From an optimization exercise on the open Yosys and OpenROAD flow, aimed at small area; shortcuts taken in it are not production practice.
In this exercise RTL edits were held to simulation tests only and were not proved equivalent to the original.
Power is estimated from default activity; no workload was simulated.

==> flow/design.v <==
module IFU #(parameter PC_WIDTH = 32, INS_WIDTH = 32) (
  input resetn,
  input clk,
  input logic stall, w_stall,
  input logic doBranch,
  input logic [PC_WIDTH-1:0] branchAdr,
  input logic [INS_WIDTH-1:0] Instr,
  output logic [PC_WIDTH-1:0] PC, PC1CK,
  output logic InstrRd,
  output logic [INS_WIDTH-1:0] IR
);
  always @(posedge clk or negedge resetn) begin
    if(~resetn)
      PC1CK <= 0;
    else if (doBranch)
      PC1CK <= branchAdr;
    else if (w_stall)
      PC1CK <= PC1CK;
    else
      PC1CK <= PC1CK+(PC_WIDTH/8);
  end
  always @(posedge clk) PC <= PC1CK;
  always @(posedge clk) begin
    IR <= Instr;
    InstrRd <= ~stall;
  end
endmodule
module IDU  #(parameter REG_WIDTH = 32, INS_WIDTH = 32, IMMFULLWIDTH = 19, TOTAL_REGS=32, PC_WIDTH = 32)(
  input logic resetn,
  input logic clk,
  input logic [INS_WIDTH-1:0] IR,
  input logic [REG_WIDTH-1:0] rs1_data,
  input logic [REG_WIDTH-1:0] rs2_data,
  input logic [PC_WIDTH-1:0] PC,
  output logic [5-1:0] rs1_adr,
  output logic [5-1:0] rs2_adr,
  output logic [5-1:0] idu_rs1_adr,
  output logic [5-1:0] idu_rs2_adr,
  output logic [5-1:0] idu_rd_adr,
  output logic [REG_WIDTH-1:0] rs1,
  output logic [REG_WIDTH-1:0] rs2,
  output logic [2:0] funct3,
  output logic [6:0] funct7,
  output logic [6:0] opcode,
  output logic [31:0] immVal,
  output logic [PC_WIDTH-1:0] idu_PC
);
  wire [6:0] w_opcode = IR[6:0];
  assign rs1_adr = IR[19:15];
  assign rs2_adr = IR[24:20];
  always @(posedge clk or negedge resetn) begin
    if (~resetn) begin
      rs1 <= 0;
      rs2 <= 0;
      idu_rs1_adr <= 0;
      idu_rs2_adr <= 0;
      opcode <= 0;
      funct7 <= 0;
      funct3 <= 0;
      idu_rd_adr <= 0;
      idu_PC <= 0;
    end else begin
      rs1 <= rs1_data;
      rs2 <= rs2_data;  
      idu_rs1_adr <= rs1_adr;
      idu_rs2_adr <= rs2_adr;
      opcode <= w_opcode;
      funct7 <= IR[31:25];
      funct3 <= IR[14:12];
      idu_rd_adr <= IR[11:7];
      idu_PC <= PC;
    end
  end
  wire [31:0] imm_I = { {21{IR[31]}}, IR[30:25], IR[24:20] };
  wire [31:0] imm_S = { {21{IR[31]}}, IR[30:25], IR[11:8], IR[7] };
  wire [31:0] imm_B = { {20{IR[31]}}, IR[7],IR[30:25] ,IR[11:8], 1'b0 };
  wire [31:0] imm_U = { IR[31:12], 12'b0 };
  wire [31:0] imm_J = { {12{IR[31]}}, IR[19:12], IR[20], IR[30:25], IR[24:21], 1'b0 };
  wire [31:0] imm_C = { 27'b0, IR[19:15] };
  always @(posedge clk) begin
      case (w_opcode)
            7'h13 : immVal <= imm_I;
            7'h23 : immVal <= imm_S;
            7'h03 : immVal <= imm_I;
            7'h37 : immVal <= imm_U;
            7'h63 : immVal <= imm_B;
            7'h17 : immVal <= imm_U;
            7'h6F : immVal <= imm_J;
            7'h67 : immVal <= imm_I;
            7'h73 : immVal <= imm_C;
            default          : immVal <= 0;
        endcase
    end
endmodule
module EXU #( parameter REG_WIDTH = 32, PC_WIDTH = 32) (
  input logic resetn,
  input logic clk,
  input logic [5-1:0] idu_rd_adr,
  input logic [REG_WIDTH-1:0] opd1,
  input logic [REG_WIDTH-1:0] opd2,
  input logic [2:0] funct3,
  input logic [6:0] funct7,
  input logic [6:0] opcode,
  input logic [REG_WIDTH-1:0] immVal,
  input logic [PC_WIDTH-1:0] idu_PC,
  input logic [PC_WIDTH-1:0] lsu_PC,
  output logic [6:0] ex_opcode,
  output logic [REG_WIDTH-1:0] ex_rs1,
  output logic [REG_WIDTH-1:0] ex_rs2,
  output logic [REG_WIDTH-1:0] ex_immVal,
  output logic [REG_WIDTH-1:0] rslt,
  output logic [4:0] ex_rd_adr,
  output logic doBranch,
  output logic [PC_WIDTH-1:0] branchAdr,
  output logic [PC_WIDTH-1:0] mem_adr,
  output logic [REG_WIDTH-1:0] mem_wdata,
  output logic mem_we,
  output logic [PC_WIDTH-1:0] ex_PC
);
  wire [31:0] w_in2 = (opcode ==7'h13) ? immVal : (opcode == 7'h17) ? ex_PC + immVal: opd2;
  wire [31:0] w_in1 = opd1;
  wire signed [31:0] ws_in1 = w_in1;
  wire signed [31:0] ws_in2 = w_in2;
  wire [4:0] w_shamt = w_in2[4:0];
  logic branchTkn;
  logic [REG_WIDTH-1:0] w_rslt;
  always @(posedge clk or negedge resetn) begin
    if (~resetn) begin
      branchAdr <=0; 
      doBranch <= 0;
    end else begin
      branchAdr <= (opcode==7'h67) ? opd1 + immVal : (opcode == 7'h6F) ? lsu_PC   + immVal : ex_PC + immVal;
      doBranch  <= (opcode==7'h6F || opcode==7'h67) ? 1 :
      (opcode==7'h63) ? branchTkn : 0;
    end
  end
  always @(posedge clk or negedge resetn) begin
    if (!resetn)
      rslt<=0;
    else if ((opcode == 7'h33) || (opcode == 7'h13) || (opcode == 7'h17) || (opcode ==  7'h67) )
      rslt <= w_rslt;
    else if (opcode == 7'h37) 
      rslt <= immVal;
    else 
      rslt <=0;
  end
  always @(posedge clk or negedge resetn) begin
    if (!resetn) begin
      ex_opcode <= 0;
      ex_rs1 <= 0;
      ex_rs2 <= 0;
      ex_immVal <= 0;
      ex_rd_adr <= 0;
      ex_PC <= 0;
    end else begin
      ex_opcode <= opcode;
      ex_rs1 <= opd1;
      ex_rs2 <= opd2;
      ex_immVal <= immVal;
      ex_rd_adr <= idu_rd_adr;
      ex_PC <= idu_PC;
    end
  end
  always@(*) begin
    if (opcode == 7'h17) w_rslt = w_in1 + w_in2;
    else if (opcode == 7'h67) w_rslt = idu_PC;
    else
        case (funct3)
          3'h0 : w_rslt = (funct7 && (opcode == 7'h33)) ? w_in1 - w_in2 : w_in1 + w_in2;
            3'h1 : w_rslt = w_in1 << w_shamt;
            3'h2 : w_rslt = {31'b0, w_in1 < w_in2};
            3'h3 : w_rslt = {31'b0, w_in1 < w_in2};
            3'h4 : w_rslt = w_in1 ^ w_in2;
            3'h5 : begin
               if(funct7[5]) w_rslt = w_in1 >>> w_shamt;
               else          w_rslt = w_in1   >> w_shamt;
             end
            3'h6 : w_rslt = w_in1 | w_in2;
            3'h7 : w_rslt = w_in1 & w_in2;
            default        : begin
                w_rslt = 0;
            end
        endcase
  end
  always@(*) begin
        case(funct3)
            3'h0 : branchTkn = w_in1 == w_in2;
            3'h1 : branchTkn = w_in1 != w_in2;
            3'h4 : branchTkn = ws_in1 < ws_in2;
            3'h5 : branchTkn = ws_in1 >= ws_in2;
            3'h6 : branchTkn = w_in1 < w_in2;
            3'h7 : branchTkn = w_in1 >= w_in2;
            default        : branchTkn = 0;
        endcase
  end
  assign mem_we = (opcode == 7'h23);
  assign mem_wdata = (opcode == 7'h23)? opd2:0;
  assign mem_adr = (opcode == 7'h23 || opcode == 7'h03)? (opd1 + immVal):0;
endmodule
module LSU #(parameter REG_WIDTH = 32, PC_WIDTH = 32) (
  input logic clk,
  input logic resetn,
  input logic [REG_WIDTH-1:0] rslt,
  input logic [6:0] ex_opcode,
  input logic [REG_WIDTH-1:0] mem_rdata,
  input logic [REG_WIDTH-1:0] ex_rs1,
  input logic [REG_WIDTH-1:0] ex_immVal,
  input logic [REG_WIDTH-1:0] ex_rs2,
  input logic [4:0] ex_rd_adr,
  input logic [PC_WIDTH-1:0] ex_PC,
  output logic [REG_WIDTH-1:0] lsu_data,
  output logic [4:0] lsu_rd_adr,
  output logic [REG_WIDTH-1:0] lsu_rslt,
  output logic [6:0] lsu_opcode,
  output logic [PC_WIDTH-1:0] lsu_PC
);
  always @(posedge clk) lsu_data <= (ex_opcode == 7'h03)? mem_rdata: lsu_data;
  always @(posedge clk) lsu_rslt <= rslt;
  always @(posedge clk) lsu_opcode <= ex_opcode;
  always @(posedge clk) lsu_rd_adr <= ex_rd_adr;
  always @(posedge clk) lsu_PC <= ex_PC;
endmodule
module RUU #(parameter REG_WIDTH = 32, PC_WIDTH = 32) (
  input logic clk,
  input logic [REG_WIDTH-1:0] lsu_data,
  input logic [REG_WIDTH-1:0] lsu_rslt,
  input logic [6:0] lsu_opcode,
  input logic [PC_WIDTH-1:0] lsu_PC,
  output logic [REG_WIDTH-1:0] ruu_rdata,
  output logic ruu_rwe
);
  assign ruu_rdata = (lsu_opcode == 7'h03) ? lsu_data : ((lsu_opcode == 7'h6F) || (lsu_opcode == 7'h6F)) ? (lsu_PC + 4) : lsu_rslt;
  assign ruu_rwe = (lsu_opcode==7'h03) ? 1 :
    (lsu_opcode==7'h37) ? 1 :
    (lsu_opcode==7'h17) ? 1 :
    (lsu_opcode==7'h6F) ? 1 :
    (lsu_opcode==7'h67) ? 1 :
    (lsu_opcode==7'h33) ? 1 :
    (lsu_opcode==7'h13) ? 1 : 0;
endmodule
module riscvCpu #(parameter PC_WIDTH = 32, INS_WIDTH = 32, REG_WIDTH = 32, IMMFULLWIDTH = 19, REG_ADDR_WIDTH = 5, TOTAL_REGS = 32) (
  input logic resetn,
  input logic clk,
  input logic [REG_WIDTH-1:0] regRdData1,
  input logic [REG_WIDTH-1:0] regRdData2,
  input logic [REG_WIDTH-1:0] memrdData,
  input logic [INS_WIDTH-1:0] InstrData,
  output logic [REG_ADDR_WIDTH-1:0] regWrAdr,
  output logic [REG_ADDR_WIDTH-1:0] regRdAdr1,
  output logic [REG_ADDR_WIDTH-1:0] regRdAdr2,
  output logic regWE,
  output logic [REG_WIDTH-1:0] regWrData,
  output logic [PC_WIDTH-1:0] memAdr,
  output logic [REG_WIDTH-1:0] memwrData,
  output logic memWE,
  output logic [PC_WIDTH-1:0] InstrAdr
);
  logic [PC_WIDTH-1:0] branchAdr;
  logic [INS_WIDTH-1:0] Instr;
  logic stall;
  logic doBranch;
  logic [PC_WIDTH-1:0] PC, PC1CK;
  logic [INS_WIDTH-1:0] IR;
  logic InstrRd;
  logic [REG_WIDTH-1:0] rs1, rs2, rs1_data, rs2_data, opd1, opd2;
  logic [REG_ADDR_WIDTH-1:0] rs1_adr, rs2_adr, idu_rd_adr;
  logic [REG_ADDR_WIDTH-1:0] idu_rs1_adr, idu_rs2_adr;
  logic [2:0] funct3;
  logic [6:0] funct7;
  logic [6:0] opcode;
  logic [31:0] immVal;	
  logic [PC_WIDTH-1:0] idu_PC;
  logic [31:0] rslt;
  logic [PC_WIDTH-1:0] mem_adr;
  logic [REG_WIDTH-1:0] mem_wdata;
  logic [REG_WIDTH-1:0] mem_rdata;
  logic mem_we;
  logic [REG_WIDTH-1:0] lsu_data;
  logic [6:0] ex_opcode;
  logic [REG_WIDTH-1:0] ex_rs1;
  logic [REG_WIDTH-1:0] ex_rs2;
  logic [4:0] ex_rd_adr;
  logic [REG_WIDTH-1:0] ex_immVal;
  logic [PC_WIDTH-1:0] ex_PC;
  logic [REG_WIDTH-1:0] ruu_rdata;
  logic [REG_WIDTH-1:0] lsu_rslt;
  logic [4:0] lsu_rd_adr;
  logic [6:0] lsu_opcode;
  logic [PC_WIDTH-1:0] lsu_PC;
  logic ruu_rwe;
  logic w_stall;
  IFU ifu (.*);
  IDU idu (.*);
  EXU exu (.*);
  LSU lsu (.*);
  RUU ruu (.*);
  always @(*)
    w_stall = resetn && ( (Instr[6:0] == 7'h63) || (IR[6:0] == 7'h63) || (opcode == 7'h63) || (ex_opcode == 7'h63) 
                         || (Instr[6:0] == 7'h6F) || (IR[6:0] == 7'h6F) || (opcode == 7'h6F) || (ex_opcode == 7'h6F)
                         || (Instr[6:0] == 7'h67) || (IR[6:0] == 7'h67) || (opcode == 7'h67) || (ex_opcode == 7'h67) );
  always @(posedge clk) stall <= w_stall;
  assign InstrAdr = PC1CK;
  always @(posedge clk) begin
    if (~w_stall) Instr <= InstrData;
    else Instr <= 7'h13 ;
  end
  assign mem_rdata = memrdData;
  assign memwrData = mem_wdata;
  assign memWE = mem_we;
  assign memAdr = mem_adr;
  assign regWrData = ruu_rdata;
  assign regWE = ruu_rwe && (lsu_rd_adr != 0);
  assign regWrAdr = lsu_rd_adr;
  assign regRdAdr1 = rs1_adr;
  assign regRdAdr2 = rs2_adr;
  always @(*) rs1_data = ((lsu_rd_adr == rs1_adr) && (lsu_rd_adr !=0)) ? ruu_rdata: regRdData1;
  always @(*) if ( (ex_rd_adr == idu_rs1_adr)  && (ex_rd_adr != 0)) opd1 = rslt;
  else if ((lsu_rd_adr == idu_rs1_adr) && (lsu_rd_adr !=0)) opd1 = lsu_rslt;
  else opd1 = rs1;
  always @(*) rs2_data = ((lsu_rd_adr == rs2_adr) && (lsu_rd_adr !=0)) ? ruu_rdata: regRdData2;
  always @(*) if ( (ex_rd_adr == idu_rs2_adr)  && (ex_rd_adr != 0)) opd2 = rslt;
  else if ( (lsu_rd_adr == idu_rs2_adr) && (lsu_rd_adr != 0)) opd2 = lsu_rslt;
  else opd2 = rs2;
endmodule
==> flow/run.sh <==
#!/bin/bash
# synth_recipe.tcl (not shown) runs the flow's synth.tcl, then flattens the netlist and writes it again
# the make line also repeats each setting of config.mk as NAME=value (left out here)
make -C /OpenROAD-flow-scripts/flow DESIGN_CONFIG=/design/flow/config.mk WORK_HOME=/design/flow/orfs CLKGATE_MAP_FILE= SYNTH_SCRIPT=/design/flow/synth_recipe.tcl finish
==> flow/config.mk <==
export PLATFORM = sky130hd
export DESIGN_NAME = riscvCpu
export DESIGN_NICKNAME = riscvCpu
export VERILOG_FILES = /design/flow/design.v
export SDC_FILE = /design/flow/constraint.sdc
export NUM_CORES = 4
export LEC_CHECK = 0
export CAP_MARGIN = 20
export CORE_MARGIN = 2
export CORE_UTILIZATION = 40
export SLEW_MARGIN = 20
==> flow/constraint.sdc <==
create_clock -name core_clock -period 9.0 [get_ports {clk}]
set_input_delay 1.8000 -clock core_clock [delete_from_list [all_inputs] [get_ports {clk}]]
set_output_delay 1.8000 -clock core_clock [all_outputs]
set_load 0.01 [all_outputs]
==> flow_summary.ini <==
[synth]
avgSynthCellArea_um2 = 8.83
synth_area_mm2 = 0.0325
synth_edf_count = 32
synth_cells = 3680
synth-main-ff-cell = dfrtp_1
synthSimpleGateAreaFrac_pct = 15.6
synth_xor_area_share_pct = 5.85
yosysWarningCount = 5
synthesis.nets = 4007
synth-seq-cells = 505
yosys.area.top_type_share_pct = 20.7
synth_compound_area_share_pct = 22.1
synthArstFlopShare_pct = 53.3
synth_top_area_cell = dfrtp_1
synth_area_leaders = dfrtp_1 21%, dfxtp_1 13%, ha_1 7.4%
synthMuxAreaShare_pct = 8.07
synthAdderAreaFrac_pct = 7.70
ys_types = 96
seq_area_frac_synth_pct = 36.2
synth_top_family_by_area = compound AO/OA/AOI/OAI gates

[placed_design]
gp_congestion = 1.05
port_buffers = 274
pre_cts_slack_ps = 1250
hpwl_mm = 122
dp_cells = 4896

[finish]
multi_input_area_mm2 = 0.0194
seqCellArea_mm2 = 0.0118
postLayoutCoreUtil_pct = 47.8
n_fill_cell = 7763
final-instance-count-excl-fill = 5001
nets = 4221
syn2layout_area_growth_pct = 18.5
drive_gt1_share_pct = 9.31

[setup_path]
cpMostUsedCell = a31oi_1
worstPathArrival_ps = 6870
end_kind = output port
startpoint_type = flop
critical-path-max-stage-delay_ps = 910
critPathBufInv = 1
crit_family = compound AO/OA/AOI/OAI gates
cp_max_fo = 13
worstPathCellList = xnor2_1 -> nand3_1 -> or2_2 -> a31oi_1 -> ha_1 -> a2111oi_0 -> a211oi_1 -> o2111a_1 -> o21ai_0 -> a31oi_1 -> o41ai_1 -> xor2_1 -> nor2_1 -> clkdlybuf4s50_1
criticalPathCategory = reg -> out
r2r_cells = 22
slowest_stage = a31oi_1
cp_num_cells = 14
required_ps = 7200

[pwr]
p_per_area_mw_per_mm2 = 200
ir_worst_vdd_v = 0.000164
p_leak_nw = 16.2
power_mw = 7.71

[floorplanning]
die_area_mm2 = 0.0835
die_x_um = 289
core_area_mm2 = 0.0805
fp-row-count = 104
io_pins = 275
die_y_um = 289
start_util_pct = 40.3

[detailed_routing]
ant_nets = 0
dr.pass1.iters = 6
viasPerCell = 6.25
wl_per_cell_um = 31.0
drcViolationCount = 0
drt-total-wl_mm = 155
detailedRoute.firstIterationViolations = 4102
vias = 31300

[sta]
maxSlewHeadroom_pct = 11.8
fmax_ghz = 0.115
tns_ps = 0
clock_skew_ps = 30.4
fin_ws_ps = 334
fin_crit_ps = 8670
setup_viol = 0
fin_crit_sh_pct = 96.3
hold_viol_final = 0
report.final.slew_viol_count = 0
rsz0062_at_grt = false
tightest_slew_ps = 1310

[job]
cap_violations = 0

[global_route]
grt_max_degree = 150
antenna_found_initial = 15
grt_use_total_pct = 36.2
grt_pass1_wl_mm = 218
grt_pass1_vias = 29500
grt_overflow = 0

[cts]
path_clk_slew_ps = 70
cts-root-buf = clkbuf_16
htree_num_levels = 2
clockBufferDepth = 3
insertion_delay_ps = 640
clock_sinks = 505
cts_buffers = 54
cts_tree = done

[outcome]
status = no timing/DRC/antenna violations

[worst_hold_path]
hold_depth = 0
hold_path.class = reg -> reg
==> final cells by class <==
type,instances,area share [%]
Tap cell,1060,3.44
Timing Repair Buffer,367,8.98
Multi-Input combinational cell,2820,50.5
Clock inverter,31,1.11
Antenna cell,1,0.00650
Inverter,146,1.44
Clock buffer,71,3.94
Sequential cell,505,30.6
==> worst paths after layout <==
check	slack (ps)	endpoint	startpoint
max in group asynchronous	6520	exu.doBranch	resetn
setup / recovery	330	memAdr[30]	exu.ex_rd_adr[0]
min in group asynchronous	1120	ifu.PC1CK[7]	resetn
setup reg to reg	2130	exu.rslt[24]	idu.immVal[0]
hold reg to reg	320	ifu.IR[24]	Instr[24]
hold / removal	320	ifu.IR[24]	Instr[24]
==> registers in the layout, indices dropped and copies added, names as in the netlist, 32 cells and up <==
register       cells
exu.rslt          32
idu.rs1           32
ifu.PC1CK         32
ifu.PC            32
idu.rs2           32
exu.ex_PC         32
Instr             32
idu.immVal        32
ifu.IR            32
idu.idu_PC        32
exu.branchAdr     32
lsu.lsu_data      32
lsu.lsu_PC        32
lsu.lsu_rslt      32
==> kinds of logic after synthesis <==
group | count (synthesis)
muxes | 241
buffers and inverters | 355
adders and majority gates | 197
and+or+nand+nor | 1070
AOI/OAI and AO/OA | 1095
xor gates and xnor gates | 217
DFF | 505
==> cell usage in the layout (no fill, tap or decap), types with 32 or more instances in the layout <==
master,Yosys,routed
nand2b_1,35,35
buf_4,13,91
a31oi_1,38,33
nor2_1,301,294
clkdlybuf4s50_1,0,273
and2_1,69,69
nand4_1,36,36
xnor2_1,149,149
dfxtp_1,204,204
a21oi_1,263,263
inv_1,138,138
o211ai_1,43,43
ha_1,192,192
nand2_1,301,301
and3_1,37,37
nand3_1,94,93
nor3_1,70,64
dfrtp_1,269,268
o21ai_0,235,232
a211oi_1,55,55
xor2_1,68,68
edfxtp_1,32,32
clkbuf_16,0,57
o21ai_1,39,36
mux2_2,79,79
mux2i_1,147,147
nor2b_1,35,35
a21o_1,75,75
o22ai_1,33,33
==> metrics by stage <==
| stage | hold WS [ps] | instance area [um2] |
|---|---|---|
| 6_report | 324 | 38500 |
| 5_1_grt | 328 | 38500 |
| 4_1_cts | 325 | 38500 |
| 3_5_place_dp | 312 | 36500 |
| 3_3_place_gp | 310 | 36500 |
| 2_1_floorplan | 310 | 32500 |
==> power breakdown <==
part           leakage [nW]  switching, mW  internal [mW]
Combinational          9.90           1.58          0.906
Sequential             5.41          0.291           2.52
Clock                 0.916           1.01           1.41
==> routing by layer <==
layer / global-route usage (%) / vias to the layer above / part of all wire, %
met5: 0 / - / 0.036
met4: 12.9 / 8 / 4.1
met3: 10.4 / 350 / 12
met2: 55.6 / 1879 / 43
met1: 48.6 / 15300 / 41
li1: - / 13800 / -
==> synth_stat cells (all sizes together) (88+ instances only) <==
cell,count
mux2,88
dfxtp,204
nand2,301
a21oi,264
dfrtp,269
nand3,94
clkbuf,149
mux2i,147
o21ai,275
nor2,301
xnor2,149
inv,142
ha,192
==> repair_timing <==
item | 4_1_cts | 5_1_grt
endpoints found under the setup margin | 0 | 1
setup buffers | 0 | 0
hold endpoints to repair | 0 | 0
hold buffers | 0 | 0
gates resized for setup | 0 | 2

-- static timing again, ports no longer ideal --
The flow's constraints put no driver on any port. The routed layout listed below was extracted and timed again, unchanged, in two steps. Step 1, drivers: a clkbuf_16 drives clk and a buf_2 each remaining input, both assumed. Step 2 moves the port delays by t, midway between the first and last clock arrival at a register: inputs arrive t later, outputs are due t later. That takes back most of the time a late clock gives input paths. a / b / c = ideal / step 1 / step 2; a / b = the first two.
shift t [ns]: 0.687
slack for setup (ns): 0.334 / 0.267 / 0.954
hold slack, ns: 0.324 / 0.324 / 0.324
slew at the worst register clock pin (ns): 0.07 / 0.07
cell pins on the clock port's net: 1
After both steps setup and hold are still met in this run. The setup slack of this run moves by -0.067 ns with the drivers and by +0.620 ns with both steps.
